Background: an optimization exercise with open tools, aiming at small area. Do not read the settings as production practice.
In this exercise RTL edits were held to simulation tests only and were not proved equivalent to the original.
Power figures rest on the tool's default switching activity, not on a simulated workload.

## the baseline
==> module CPU, before the edit <==
module CPU(
    input [0:0] clk,
    input [0:0] reset,
    input [15:0] in,
    output [15:0] out,
    output [7:0] imem_addr,
    input [15:0] imem_data,
    output [7:0] dmem_addr,
    output [15:0] dmem_wdata,
    output dmem_we,
    input [15:0] dmem_rdata
);
reg [15:0] pc;       
reg [15:0] fpc;      
reg [15:0] ir;       
reg        v;        
reg        lz;       
reg [15:0] A, B;     
reg [15:3] irE;      
reg [2:0]  opE;      
reg [15:0] resM;     
reg [15:0] dM;       
reg [2:0]  rdM;
reg        rwM, mwM, msM, jalM;
reg [15:0] valW;     
reg [2:0]  rdW;
reg        rwW;
reg [15:0] rf [1:7];  
wire [2:0] opD  = ir[2:0];
wire [2:0] rs1D = ir[8:6];
wire [2:0] rs2D = ir[11:9];
wire [2:0] rdD  = ir[5:3];
wire isJalD = (opD == 3'd6);
wire isJrD  = (opD == 3'd7);
wire useRd  = (opD == 3'd3) || isJrD;
wire [2:0] rbD = useRd ? rdD : rs2D;
wire [15:0] inc = pc + {14'd0, ~(lz && v && isJalD), 1'b0};
reg [15:0] ra, rb;
integer k;
always @(*) begin
    ra = inc & {16{isJalD}};
    rb = 16'd0;
    for (k = 1; k < 8; k = k + 1) begin
        ra = ra | (rf[k] & {16{rs1D == k && !isJalD}});
        rb = rb | (rf[k] & {16{rbD == k}});
    end
end
wire c1f = (rs1D != 3'd0) && ((rs1D == rdM && rwM) || (rs1D == rdW && rwW));
wire c2f = (rs2D != 3'd0) && ((rs2D == rdM && rwM) || (rs2D == rdW && rwW));
wire [15:0] c1 = c1f ? valW : ra;
wire [15:0] c2 = c2f ? valW : rb;
wire take = v && (opD[2] && (opD[1] || (opD[0] ? (c1 < c2) : (c1 == c2))));
wire [15:0] immB = isJalD ? {{5{ir[15]}}, ir[15:6], 1'b0}
                          : {{8{ir[15]}}, ir[15:12], ir[5:3], 1'b0};
wire [15:0] tgt = fpc + immB;
wire selJr  = !reset && take && isJrD;
wire selTgt = !reset && take && !isJrD;
wire selInc = !reset && !take;
always @(negedge clk) begin
    pc  <= (rb & {16{selJr}}) | (tgt & {16{selTgt}}) | (inc & {16{selInc}});
    fpc <= pc;
end
assign imem_addr = fpc[8:1];
always @(posedge clk) begin
    ir <= imem_data;
    v  <= ~reset;
    lz <= ~v;
end
always @(posedge clk) begin
    A   <= ra;
    B   <= rb;
    irE <= {ir[15], ir[14] | ~v, ir[13:6], ir[5:3] & {3{v}}};
    opE <= opD & {3{v}};
end
wire isR   = (opE == 3'd0);
wire isI   = (opE == 3'd1);
wire isL   = (opE == 3'd2);
wire isS   = (opE == 3'd3);
wire isBr  = (opE == 3'd4) || (opE == 3'd5);
wire isJal = (opE == 3'd6);
wire isJr  = (opE == 3'd7);
wire rwE   = isR || isI || isL || isJal;
wire msE   = !(isR || isI || isJal);    
wire [2:0] rs1E = irE[8:6];
wire [2:0] rs2E = irE[11:9];
wire [2:0] rdE  = irE[5:3];
wire [2:0] rsBE = isS ? rdE : rs2E;
wire mA = !isJal && rs1E != 3'd0 && rs1E == rdM && rwM;
wire wA = !isJal && rs1E != 3'd0 && rs1E == rdW && rwW && rs1E != rdM;
wire mAv = mA && !jalM;
wire nA = !mA && !wA;
wire [15:0] Af = (resM & {16{mAv}}) | (valW & {16{wA}}) | (A & {16{nA}});
wire mB = !isS && rsBE != 3'd0 && rsBE == rdM && rwM;
wire wB = rsBE != 3'd0 && rsBE == rdW && rwW && (isS || rsBE != rdM);
wire mBv = mB && !jalM;
wire nB = !mB && !wB;
wire [15:0] Bf = (resM & {16{mBv}}) | (valW & {16{wB}}) | (B & {16{nB}});
wire [15:0] imm = isI   ? {{11{irE[13]}}, irE[13:9]} :
                  isJal ? {{5{irE[15]}}, irE[15:6], 1'b0} :
                  isBr  ? {{8{irE[15]}}, irE[15:12], irE[5:3], 1'b0} :
                          {{9{irE[15]}}, irE[15:9]};
wire [15:0] bin = isR ? Bf : imm;
wire [3:0] func = irE[15:12];
wire sub = (isR && func == 4'd1) || isJal || isBr;
wire [15:0] sum = Af + (bin ^ {16{sub}}) + {15'd0, sub};
wire shr = irE[15];
wire [15:0] shin, shout, shrev;
genvar gi;
generate
    for (gi = 0; gi < 16; gi = gi + 1) begin : rev
        assign shin[gi]  = shr ? Af[15 - gi] : Af[gi];
        assign shrev[gi] = shout[15 - gi];
    end
endgenerate
assign shout = shin << irE[12:9];
wire opSum = (isR && func[3:1] == 3'd0) || (isI && irE[15:14] == 2'd0) ||
             isL || isS || isBr || isJal;
wire opOr  = isR && func == 4'd2;
wire opAnd = isR && func == 4'd3;
wire opXor = isI && irE[15:14] == 2'd3;
wire opShl = isI && irE[15:14] == 2'd1 && !irE[13];
wire opShr = isI && irE[15:14] == 2'd2 && !irE[13];
wire [15:0] alu = (sum   & {16{opSum}}) |
                  ((Af | bin) & {16{opOr}}) |
                  ((Af & bin) & {16{opAnd}}) |
                  ((Af ^ bin) & {16{opXor}}) |
                  (shout & {16{opShl}}) |
                  (shrev & {16{opShr}});
always @(posedge clk) begin
    resM <= alu;
    dM   <= Bf;
    rdM  <= rdE;
    msM  <= msE;
    jalM <= isJal;
    rwM  <= ~reset & rwE;
    mwM  <= ~reset & isS;
end
wire z = (resM == 16'd0);
wire fwdM = rdM != 3'd0 && rdM == rdW && rwW;
wire [15:0] sdata = fwdM ? valW : dM;
assign dmem_addr  = resM[8:1];
assign dmem_we    = mwM;
assign dmem_wdata = sdata & {16{~z}};
assign out        = sdata & {16{z && mwM}};
wire selIn  = msM && z;
wire selMem = msM && !z;
always @(posedge clk) begin
    valW <= (in & {16{selIn}}) | (dmem_rdata & {16{selMem}}) | (resM & {16{!msM}});
    rdW  <= rdM;
    rwW  <= rwM;
end
generate
    for (gi = 1; gi < 8; gi = gi + 1) begin : regs
        always @(negedge clk) begin
            if (reset) rf[gi] <= 16'd0;
            else if (rwW && rdW == gi) rf[gi] <= valW;
        end
    end
endgenerate
endmodule
clock: 14.0 ns
lec_check: 0
abc_area: 1
cap_margin: 20
core_margin: 2
core_utilization: 40
cts_buf_list: sky130_fd_sc_hd__clkbuf_8
cts_cluster_diameter: 50
cts_cluster_size: 20
slew_margin: 20
run.sh (not shown) runs the stock make flow with config.mk's settings and CLKGATE_MAP_FILE= SYNTH_SCRIPT=/design/flow/synth_recipe.tcl, a recipe that flattens the netlist after the stock synthesis.
Edits applied to the flow inputs when going from the baseline to the candidate:
--- a/flow/design.v
+++ b/flow/design.v
@@ -51,9 +51,10 @@
 wire [15:0] c2 = c2f ? valW : rb;
 wire take = v && (opD[2] && (opD[1] || (opD[0] ? (c1 < c2) : (c1 == c2))));
 wire [15:0] immB = isJalD ? {{5{ir[15]}}, ir[15:6], 1'b0}
                           : {{8{ir[15]}}, ir[15:12], ir[5:3], 1'b0};
-wire [15:0] tgt = fpc + immB;
+wire [15:0] tgt;
+ripple_add #(16) tgt_add (.a(fpc), .b(immB), .ci(1'b0), .s(tgt));
 wire selJr  = !reset && take && isJrD;
 wire selTgt = !reset && take && !isJrD;
 wire selInc = !reset && !take;
 always @(negedge clk) begin
@@ -101,9 +102,10 @@
                           {{9{irE[15]}}, irE[15:9]};
 wire [15:0] bin = isR ? Bf : imm;
 wire [3:0] func = irE[15:12];
 wire sub = (isR && func == 4'd1) || isJal || isBr;
-wire [15:0] sum = Af + (bin ^ {16{sub}}) + {15'd0, sub};
+wire [15:0] sum;
+ripple_add #(16) alu_add (.a(Af), .b(bin ^ {16{sub}}), .ci(sub), .s(sum));
 wire shr = irE[15];
 wire [15:0] shin, shout, shrev;
 genvar gi;
 generate
@@ -119,12 +121,13 @@
 wire opAnd = isR && func == 4'd3;
 wire opXor = isI && irE[15:14] == 2'd3;
 wire opShl = isI && irE[15:14] == 2'd1 && !irE[13];
 wire opShr = isI && irE[15:14] == 2'd2 && !irE[13];
+wire logAnd = opAnd || opOr;
+wire logXor = opOr || opXor;
 wire [15:0] alu = (sum   & {16{opSum}}) |
-                  ((Af | bin) & {16{opOr}}) |
-                  ((Af & bin) & {16{opAnd}}) |
-                  ((Af ^ bin) & {16{opXor}}) |
+                  ((Af & bin) & {16{logAnd}}) |
+                  ((Af ^ bin) & {16{logXor}}) |
                   (shout & {16{opShl}}) |
                   (shrev & {16{opShr}});
 always @(posedge clk) begin
     resM <= alu;
@@ -157,4 +160,20 @@
         end
     end
 endgenerate
 endmodule
+module ripple_add #(parameter W = 16) (
+    input [W-1:0] a,
+    input [W-1:0] b,
+    input ci,
+    output [W-1:0] s
+);
+wire [W:0] c;
+assign c[0] = ci;
+genvar i;
+generate
+    for (i = 0; i < W; i = i + 1) begin : bit_
+        assign s[i] = a[i] ^ b[i] ^ c[i];
+        assign c[i+1] = (a[i] & b[i]) | (c[i] & (a[i] ^ b[i]));
+    end
+endgenerate
+endmodule
==> run notes <==
The candidate finished end to end and its layout was clean on timing, DRC and antenna.
When the final numbers for the baseline and the candidate were put side by side, the placer congestion estimate turned out to be smaller in the baseline.
The baseline has a higher power than the candidate.
The run showing the smaller total stage count of the critical path is the baseline.
Die: the candidate smaller than the baseline
The baseline -> the candidate: final cell area excluding filler cells decreased by a few percent
Status: area share of xor/xnor cells in the synthesized design parity (the baseline, the candidate)
Diff the baseline and the candidate: total global-route track usage lower in the candidate
The candidate ends up with lower net switching share of the total power than the baseline does.
The baseline and the candidate ended up with roughly the same clock input transition at the sequential cells of the worst setup and hold paths.
The candidate against the baseline: count of non-CTS buffers in the layout moved up, setup slack moved down.
Synthesis-to-finish area growth was higher in the baseline than in the candidate.
